From an optimization exercise on the open Yosys and OpenROAD flow, aimed at small area, a short achievable clock period and few clock cycles; shortcuts taken in it are not production practice.
RTL that was checked went through simulation tests only; none was proved equivalent to the original.
Power figures rest on the tool's default switching activity, not on a simulated workload.

==> module circle_draw, before the edit <==
module circle_draw(xc,yc,rad,x,y,color,color_disp,CLK50,clearn,plot,wr,ready);
	input [7:0] xc;
	input [6:0] yc;
	input [5:0] rad;
	input CLK50,clearn,plot;
	input [2:0] color;
	output [7:0] x;
	output [6:0] y;
	output [2:0] color_disp;
	output wr;
	output ready;
	function [8:0] add8;
		input [7:0] p, q;
		input ci;
		integer i;
		reg c;
		begin
			c = ci;
			for (i = 0; i < 8; i = i + 1) begin
				add8[i] = p[i] ^ q[i] ^ c;
				c = (p[i] & q[i]) | (c & (p[i] ^ q[i]));
			end
			add8[8] = c;
		end
	endfunction
	localparam IDLE = 2'b00, CLR = 2'b01, SET = 2'b10, DRW = 2'b11;
	reg [1:0] m;
	reg [7:0] xo;
	reg [6:0] yo;
	reg [2:0] col;
	reg [5:0] a, bm;
	reg [7:0] e;
	reg [2:0] ph;
	reg n1, n2, c3, c4;
	reg h, sd;
	reg qx1, qx2;
	wire [5:0] r = (rad == 6'd0 || &rad[5:2]) ? 6'd59 : rad;
	wire st = (m == SET);
	wire a0 = (a == 6'd0);
	wire dec = ~e[7] | (&e[6:1]);
	wire [8:0] dd = add8({2'b0, a}, {2'b11, ~bm}, 1'b0);
	wire done = (~dd[7] & (dd[1] | dd[0])) | (&bm);
	wire [5:0] xs = ph[2] ? bm : a;
	wire [5:0] ys = ph[2] ? a : bm;
	wire xneg = ph[1];
	wire yneg = ph[0];
	wire [8:0] gxs = {xc, 1'b1} + {{2{xneg}}, xs ^ {6{xneg}}, xneg ^ ph[2]};
	wire [7:0] gys = {yc, 1'b1} + {yneg, ys ^ {6{yneg}}, yneg ^ (~ph[2] & ~st)};
	wire [7:0] gx = gxs[8:1];
	wire [6:0] gy = gys[7:1];
	wire [7:0] mask = {c4 & ~a0, c4, c3 & ~a0, c3, {2{~n2 & ~a0}}, {2{~n1}}};
	reg [2:0] nxt;
	reg more;
	integer k;
	always @(*) begin
		nxt = 3'd0;
		more = 1'b0;
		for (k = 7; k >= 0; k = k - 1)
			if (k > ph && mask[k]) begin
				nxt = k;
				more = 1'b1;
			end
	end
	wire set1 = qx1 & (xo == 8'd159);
	wire set2 = qx2 & (xo == 8'd0);
	wire xv = ~(xc[7] & (xc[6] | xc[5]));
	wire [7:0] q = {~xc[7:5] + 3'd5, ~xc[4:0]};    
	wire [8:0] qmb = add8(q, {2'b11, ~bm}, st);
	wire [8:0] xmb = add8(xc, {2'b11, ~bm}, st);
	wire v3 = ~xv | qmb[8];
	wire v4 = ~xv | xmb[8];
	wire [8:0] ai = add8({2'b0, a}, 8'd0, 1'b1);
	wire [8:0] bd = add8({2'b0, bm}, 8'hff, 1'b0);
	wire [7:0] eop = h ? (sd ? {1'b1, ~bm, 1'b1} : 8'd2) : {1'b0, a, 1'b1};
	wire [8:0] ens = {e, 1'b1} + {eop, h & sd};
	wire [7:0] en = ens[8:1];
	wire lfb = ~(yo[6] ^ yo[5]);
	wire clr_end = ({yo, xo} == 15'h4000);
	always @(posedge CLK50 or negedge clearn)
	begin
		if (!clearn) begin
			m <= CLR;
			xo <= 8'd0;
			yo <= 7'd0;
			col <= 3'd0;
		end else begin
			case (m)
			CLR: begin
				if (clr_end) m <= IDLE;
			end
			IDLE: begin
				if (plot) m <= SET;
			end
			SET: m <= DRW;
			default: if (done) m <= IDLE;
			endcase
			if (m == CLR) begin
				xo <= {xo[6:0], lfb};
				yo <= {yo[5:0], xo[7]};
				col <= 3'd0;
			end else begin
				xo <= gx;
				yo <= gy;
				col <= color;
			end
		end
	end
	always @(posedge CLK50)
	begin
		c3 <= v3;
		c4 <= v4;
		if (m == IDLE) begin
			a <= 6'd0;
			bm <= r;
			e <= {2'b11, ~r};
			ph <= 3'd0;
			n1 <= 1'b0;
			n2 <= 1'b0;
			h <= 1'b0;
			qx1 <= 1'b0;
			qx2 <= 1'b0;
		end else begin
			h <= ~more;
			qx1 <= (ph[2:1] == 2'd0);
			qx2 <= (ph[2:1] == 2'd1) | ((ph[2:1] == 2'd0) & a0);
			sd <= dec;
			if (h | ~more) e <= en;
			if (set1) n1 <= 1'b1;
			if (set2) n2 <= 1'b1;
			if (st) bm <= bd[5:0];
			if (more)
				ph <= nxt;
			else begin
				ph <= n1 ? 3'd2 : 3'd0;
				a <= ai[5:0];
				if (dec) bm <= bd[5:0];
			end
		end
	end
	assign x = xo;
	assign y = yo;
	assign color_disp = col;
	assign wr = m[0];
	assign ready = ~m[1] & ~m[0];
endmodule
export LEC_CHECK = 0
export CAP_MARGIN = 20
export CORE_MARGIN = 2
export CORE_UTILIZATION = 40
export PLACE_DENSITY = 0.6
export SETUP_SLACK_MARGIN = 4.3
export SLEW_MARGIN = 20
create_clock -name core_clock -period 7.0 [get_ports {CLK50}]
standard.sh (not shown) runs the stock make flow with config.mk's settings and CLKGATE_MAP_FILE= SYNTH_SCRIPT=/design/flow/synth_recipe.tcl, a recipe that flattens the netlist after the stock synthesis.
==> flow/flow/run.sh <==
#!/bin/bash
# Standard synthesis, then the standard layout with plain buf_1 cells as the
# port buffers (the default pick is a slow delay buffer). Tool output goes
# to the logs below; each ORFS step also keeps its own log in orfs/logs.
set -euo pipefail
bash standard.sh synth > flow_synth.log 2>&1
bash standard.sh BUFFER_PORTS_ARGS="-buffer_cell sky130_fd_sc_hd__buf_1" finish > flow_layout.log 2>&1
The baseline finished with timing, DRC and antenna clean.
==> next run, changes <==
--- a/flow/design.v
+++ b/flow/design.v
@@ -23,6 +23,29 @@
 			add8[8] = c;
 		end
 	endfunction
+	function [8:0] sk8;
+		input [7:0] p, q;
+		input ci;
+		integer i, l;
+		reg [7:0] g, t, gg, pp;
+		begin
+			g = p & q;
+			t = p ^ q;
+			g[0] = g[0] | (t[0] & ci);
+			gg = g;
+			pp = t;
+			for (l = 0; l < 3; l = l + 1)
+				for (i = 7; i >= 0; i = i - 1)
+					if ((i >> l) & 1) begin
+						gg[i] = gg[i] | (pp[i] & gg[((i >> l) << l) - 1]);
+						pp[i] = pp[i] & pp[((i >> l) << l) - 1];
+					end
+			sk8[0] = t[0] ^ ci;
+			for (i = 1; i < 8; i = i + 1)
+				sk8[i] = t[i] ^ gg[i - 1];
+			sk8[8] = gg[7];
+		end
+	endfunction
 	localparam IDLE = 2'b00, CLR = 2'b01, SET = 2'b10, DRW = 2'b11;
 	reg [1:0] m;
 	reg [7:0] xo;
@@ -34,8 +57,10 @@
 	reg n1, n2, c3, c4;
 	reg h, sd;
 	reg qx1, qx2;
-	wire [5:0] r = (rad == 6'd0 || &rad[5:2]) ? 6'd59 : rad;
-	wire st = (m == SET);
+	wire big = (rad == 6'd0) | (&rad[5:2]);
+	wire [5:0] r = big ? 6'd59 : rad;
+	wire [8:0] radm = add8({2'b0, rad}, 8'hff, 1'b0);
+	wire [5:0] rm = big ? 6'd58 : radm[5:0];      
 	wire a0 = (a == 6'd0);
 	wire dec = ~e[7] | (&e[6:1]);
 	wire [8:0] dd = add8({2'b0, a}, {2'b11, ~bm}, 1'b0);
@@ -44,10 +69,10 @@
 	wire [5:0] ys = ph[2] ? a : bm;
 	wire xneg = ph[1];
 	wire yneg = ph[0];
-	wire [8:0] gxs = {xc, 1'b1} + {{2{xneg}}, xs ^ {6{xneg}}, xneg ^ ph[2]};
-	wire [7:0] gys = {yc, 1'b1} + {yneg, ys ^ {6{yneg}}, yneg ^ (~ph[2] & ~st)};
-	wire [7:0] gx = gxs[8:1];
-	wire [6:0] gy = gys[7:1];
+	wire [8:0] gxs = sk8(xc, {{2{xneg}}, xs ^ {6{xneg}}}, xneg ^ ph[2]);
+	wire [8:0] gys = sk8({1'b0, yc}, {1'b0, yneg, ys ^ {6{yneg}}}, yneg ^ ~ph[2]);
+	wire [7:0] gx = gxs[7:0];
+	wire [6:0] gy = gys[6:0];
 	wire [7:0] mask = {c4 & ~a0, c4, c3 & ~a0, c3, {2{~n2 & ~a0}}, {2{~n1}}};
 	reg [2:0] nxt;
 	reg more;
@@ -65,8 +90,8 @@
 	wire set2 = qx2 & (xo == 8'd0);
 	wire xv = ~(xc[7] & (xc[6] | xc[5]));
 	wire [7:0] q = {~xc[7:5] + 3'd5, ~xc[4:0]};    
-	wire [8:0] qmb = add8(q, {2'b11, ~bm}, st);
-	wire [8:0] xmb = add8(xc, {2'b11, ~bm}, st);
+	wire [8:0] qmb = add8(q, {2'b11, ~bm}, 1'b0);
+	wire [8:0] xmb = add8(xc, {2'b11, ~bm}, 1'b0);
 	wire v3 = ~xv | qmb[8];
 	wire v4 = ~xv | xmb[8];
 	wire [8:0] ai = add8({2'b0, a}, 8'd0, 1'b1);
@@ -111,7 +136,7 @@
 		c4 <= v4;
 		if (m == IDLE) begin
 			a <= 6'd0;
-			bm <= r;
+			bm <= rm;
 			e <= {2'b11, ~r};
 			ph <= 3'd0;
 			n1 <= 1'b0;
@@ -127,7 +152,6 @@
 			if (h | ~more) e <= en;
 			if (set1) n1 <= 1'b1;
 			if (set2) n2 <= 1'b1;
-			if (st) bm <= bd[5:0];
 			if (more)
 				ph <= nxt;
 			else begin
The new run completed without violations.
Combinational power shrinks by roughly a tenth.
Die area drops by a few percent.
Final cell count falls by a few percent.
Synthesized cell count is lower by roughly a tenth.
Synthesized area falls by a few percent.
Worst setup slack gets worse by 0.25 ns.
Final area decreases by a few percent.
Via count came out lower by roughly a tenth.
Core utilization rises by 1.1 points.
Routed wire length came out lower by a little under a tenth.
Global-route usage shrinks by 0.49 points.
Worst hold slack improved by 0.0075 ns.
No run of this note included a check of the RTL's function; only the layout flow was run.

---

quartz:
circle_draw, a different RTL version from the one above (not shown whole).
For scale: about 460 cells after synthesis, roughly 52 flip-flops, ~4200 um^2 of cells after synthesis.
==> module circle_draw, before the edit <==
module circle_draw(xc,yc,rad,x,y,color,color_disp,CLK50,clearn,plot,wr,ready);
	input [7:0] xc;
	input [6:0] yc;
	input [5:0] rad;
	input CLK50,clearn,plot;
	input [2:0] color;
	output [7:0] x;
	output [6:0] y;
	output [2:0] color_disp;
	output wr;
	output ready;
	function [8:0] add8;
		input [7:0] p, q;
		input ci;
		integer i;
		reg c;
		begin
			c = ci;
			for (i = 0; i < 8; i = i + 1) begin
				add8[i] = p[i] ^ q[i] ^ c;
				c = (p[i] & q[i]) | (c & (p[i] ^ q[i]));
			end
			add8[8] = c;
		end
	endfunction
	localparam IDLE = 2'b00, CLR = 2'b01, SET = 2'b10, DRW = 2'b11;
	reg [1:0] m;
	reg [7:0] xo;
	reg [6:0] yo;
	reg [2:0] col;
	reg rdy;
	reg [5:0] a, bm;
	reg [7:0] e;
	reg [2:0] ph;
	reg n1, n2, c3, c4;
	reg h, sd;
	reg qx1, qx2;
	wire big = (rad == 6'd0) | (&rad[5:2]);
	wire [5:0] r = big ? 6'd59 : rad;
	wire [8:0] radm = add8({2'b0, rad}, 8'hff, 1'b0);
	wire [5:0] rm = big ? 6'd58 : radm[5:0];      
	wire a0 = (a == 6'd0);
	wire dec = ~e[7] | (&e[6:1]);
	wire [8:0] dd = add8({2'b0, a}, {2'b11, ~bm}, 1'b0);
	wire done = (~dd[7] & (dd[1] | dd[0])) | (&bm);
	wire [5:0] xs = ph[2] ? bm : a;
	wire [5:0] ys = ph[2] ? a : bm;
	wire xneg = ph[1];
	wire yneg = ph[0];
	wire [8:0] gxs = {xc, 1'b1} + {{2{xneg}}, xs ^ {6{xneg}}, xneg ^ ph[2]};
	wire [7:0] gys = {yc, 1'b1} + {yneg, ys ^ {6{yneg}}, yneg ^ ~ph[2]};
	wire [7:0] gx = gxs[8:1];
	wire [6:0] gy = gys[7:1];
	wire [7:0] mask = {c4 & ~a0, c4, c3 & ~a0, c3, {2{~n2 & ~a0}}, {2{~n1}}};
	reg [2:0] nxt;
	reg more;
	integer k;
	always @(*) begin
		nxt = 3'd0;
		more = 1'b0;
		for (k = 7; k >= 0; k = k - 1)
			if (k > ph && mask[k]) begin
				nxt = k;
				more = 1'b1;
			end
	end
	wire set1 = qx1 & (xo == 8'd159);
	wire set2 = qx2 & (xo == 8'd0);
	wire xv = ~(xc[7] & (xc[6] | xc[5]));
	wire [7:0] q = {~xc[7:5] + 3'd5, ~xc[4:0]};    
	wire [8:0] qmb = add8(q, {2'b11, ~bm}, 1'b0);
	wire [8:0] xmb = add8(xc, {2'b11, ~bm}, 1'b0);
	wire v3 = ~xv | qmb[8];
	wire v4 = ~xv | xmb[8];
	wire [8:0] ai = add8({2'b0, a}, 8'd0, 1'b1);
	wire [8:0] bd = add8({2'b0, bm}, 8'hff, 1'b0);
	wire [7:0] eop = h ? (sd ? {1'b1, ~bm, 1'b1} : 8'd2) : {1'b0, a, 1'b1};
	wire [8:0] ens = {e, 1'b1} + {eop, h & sd};
	wire [7:0] en = ens[8:1];
	wire lfb = ~(yo[6] ^ yo[5]);
	wire clr_end = ({yo, xo} == 15'h4000);
	always @(posedge CLK50 or negedge clearn)
	begin
		if (!clearn) begin
			m <= CLR;
			rdy <= 1'b0;
			xo <= 8'd0;
			yo <= 7'd0;
			col <= 3'd0;
		end else begin
			case (m)
			CLR: begin
				if (clr_end) begin
					m <= IDLE;
					rdy <= 1'b1;
				end
			end
			IDLE: begin
				if (plot) begin
					m <= SET;
					rdy <= 1'b0;
				end
			end
			SET: m <= DRW;
			default: if (done) begin
				m <= IDLE;
				rdy <= 1'b1;
			end
			endcase
			if (m == CLR) begin
				xo <= {xo[6:0], lfb};
				yo <= {yo[5:0], xo[7]};
				col <= 3'd0;
			end else begin
				xo <= gx;
				yo <= gy;
				col <= color;
			end
		end
	end
	always @(posedge CLK50)
	begin
		c3 <= v3;
		c4 <= v4;
		if (m == IDLE) begin
			a <= 6'd0;
			bm <= rm;
			e <= {2'b11, ~r};
			ph <= 3'd0;
			n1 <= 1'b0;
			n2 <= 1'b0;
			h <= 1'b0;
			qx1 <= 1'b0;
			qx2 <= 1'b0;
		end else begin
			h <= ~more;
			qx1 <= (ph[2:1] == 2'd0);
			qx2 <= (ph[2:1] == 2'd1) | ((ph[2:1] == 2'd0) & a0);
			sd <= dec;
			if (h | ~more) e <= en;
			if (set1) n1 <= 1'b1;
			if (set2) n2 <= 1'b1;
			if (more)
				ph <= nxt;
			else begin
				ph <= n1 ? 3'd2 : 3'd0;
				a <= ai[5:0];
				if (dec) bm <= bd[5:0];
			end
		end
	end
	assign x = xo;
	assign y = yo;
	assign color_disp = col;
	assign wr = m[0];
	assign ready = rdy;
endmodule
clock: 7.0 ns
lec_check: 0
cap_margin: 20
core_margin: 2
core_utilization: 40
place_density: 0.6
setup_slack_margin: 4.3
slew_margin: 20
==> flow/flow/run.sh <==
#!/bin/bash
# Standard synthesis, then the standard layout with plain buf_1 cells as the
# port buffers (the default pick is a slow delay buffer). Tool output goes
# to the logs below; CTS adds no dummy clock loads; each ORFS step also keeps its own log in orfs/logs.
set -euo pipefail
bash standard.sh synth > flow_synth.log 2>&1
bash standard.sh BUFFER_PORTS_ARGS="-buffer_cell sky130_fd_sc_hd__buf_1" CTS_ARGS="-sink_clustering_enable -repair_clock_nets -dont_use_dummy_load" finish > flow_layout.log 2>&1
Relative to quartz, the following input files were edited for indigo:
--- a/flow/design.v
+++ b/flow/design.v
@@ -29,5 +29,4 @@
 	reg [6:0] yo;
 	reg [2:0] col;
-	reg rdy;
 	reg [5:0] a, bm;
 	reg [7:0] e;
@@ -84,5 +83,4 @@
 		if (!clearn) begin
 			m <= CLR;
-			rdy <= 1'b0;
 			xo <= 8'd0;
 			yo <= 7'd0;
@@ -91,20 +89,11 @@
 			case (m)
 			CLR: begin
-				if (clr_end) begin
-					m <= IDLE;
-					rdy <= 1'b1;
-				end
+				if (clr_end) m <= IDLE;
 			end
 			IDLE: begin
-				if (plot) begin
-					m <= SET;
-					rdy <= 1'b0;
-				end
+				if (plot) m <= SET;
 			end
 			SET: m <= DRW;
-			default: if (done) begin
-				m <= IDLE;
-				rdy <= 1'b1;
-			end
+			default: if (done) m <= IDLE;
 			endcase
 			if (m == CLR) begin
@@ -154,4 +143,4 @@
 	assign color_disp = col;
 	assign wr = m[0];
-	assign ready = rdy;
+	assign ready = ~m[1] & ~m[0];
 endmodule
[summary]
| number of nets in the layout | lower: indigo |
indigo vs quartz: register share of total power up
On number of library cell types mapped by synthesis, the higher figure sits with quartz, not indigo.
Going from quartz to indigo, hold path depth held steady; combined area of all synthesized cells shrank by about 4.7%; biggest cell delay along the critical path shrank by 40 ps; portion of total power attributed to the clock network grew by 1.1 points; number of global-route vias before repair grew by 36.
Testbench counts of indigo, summed over its fixed seeds: cycles 78,871.
Function not checked in quartz: the RTL went through the layout flow alone.

[re-timing with driven ports]
The flow's constraints put no driver on any port. The routed layouts listed below were extracted and timed again, unchanged, in two steps.
Step 1: set_driving_cell puts a clkbuf_16 on CLK50 and a buf_2 on each other input, an assumption about the parent block.
Step 2, shift: input delay + t, output delay - t, t = (earliest + latest rising clock arrival at the registers) / 2. This alone moves slack from input paths to output paths.
Slacks: ideal ports / drivers / drivers and shift; pairs: ideal ports / drivers.
| run | shift t [ns] | setup slack, ns | worst setup path at the end |
|---|---|---|---|
| the first run of note 1 | 0.337 | 4.322 / 4.314 / 3.991 | input to register |
| the second run of note 1 | 0.346 | 4.075 / 4.054 / 3.708 | input to register |
| quartz | 0.334 | 4.387 / 4.389 / 4.056 | input to register |
| indigo | 0.334 | 4.369 / 4.349 / 4.041 | input to register |
After both steps setup and hold are still met in every run listed. The setup slack of the second run of note 1, which loses most, moves by -0.021 ns with the drivers and by -0.367 ns with both steps.
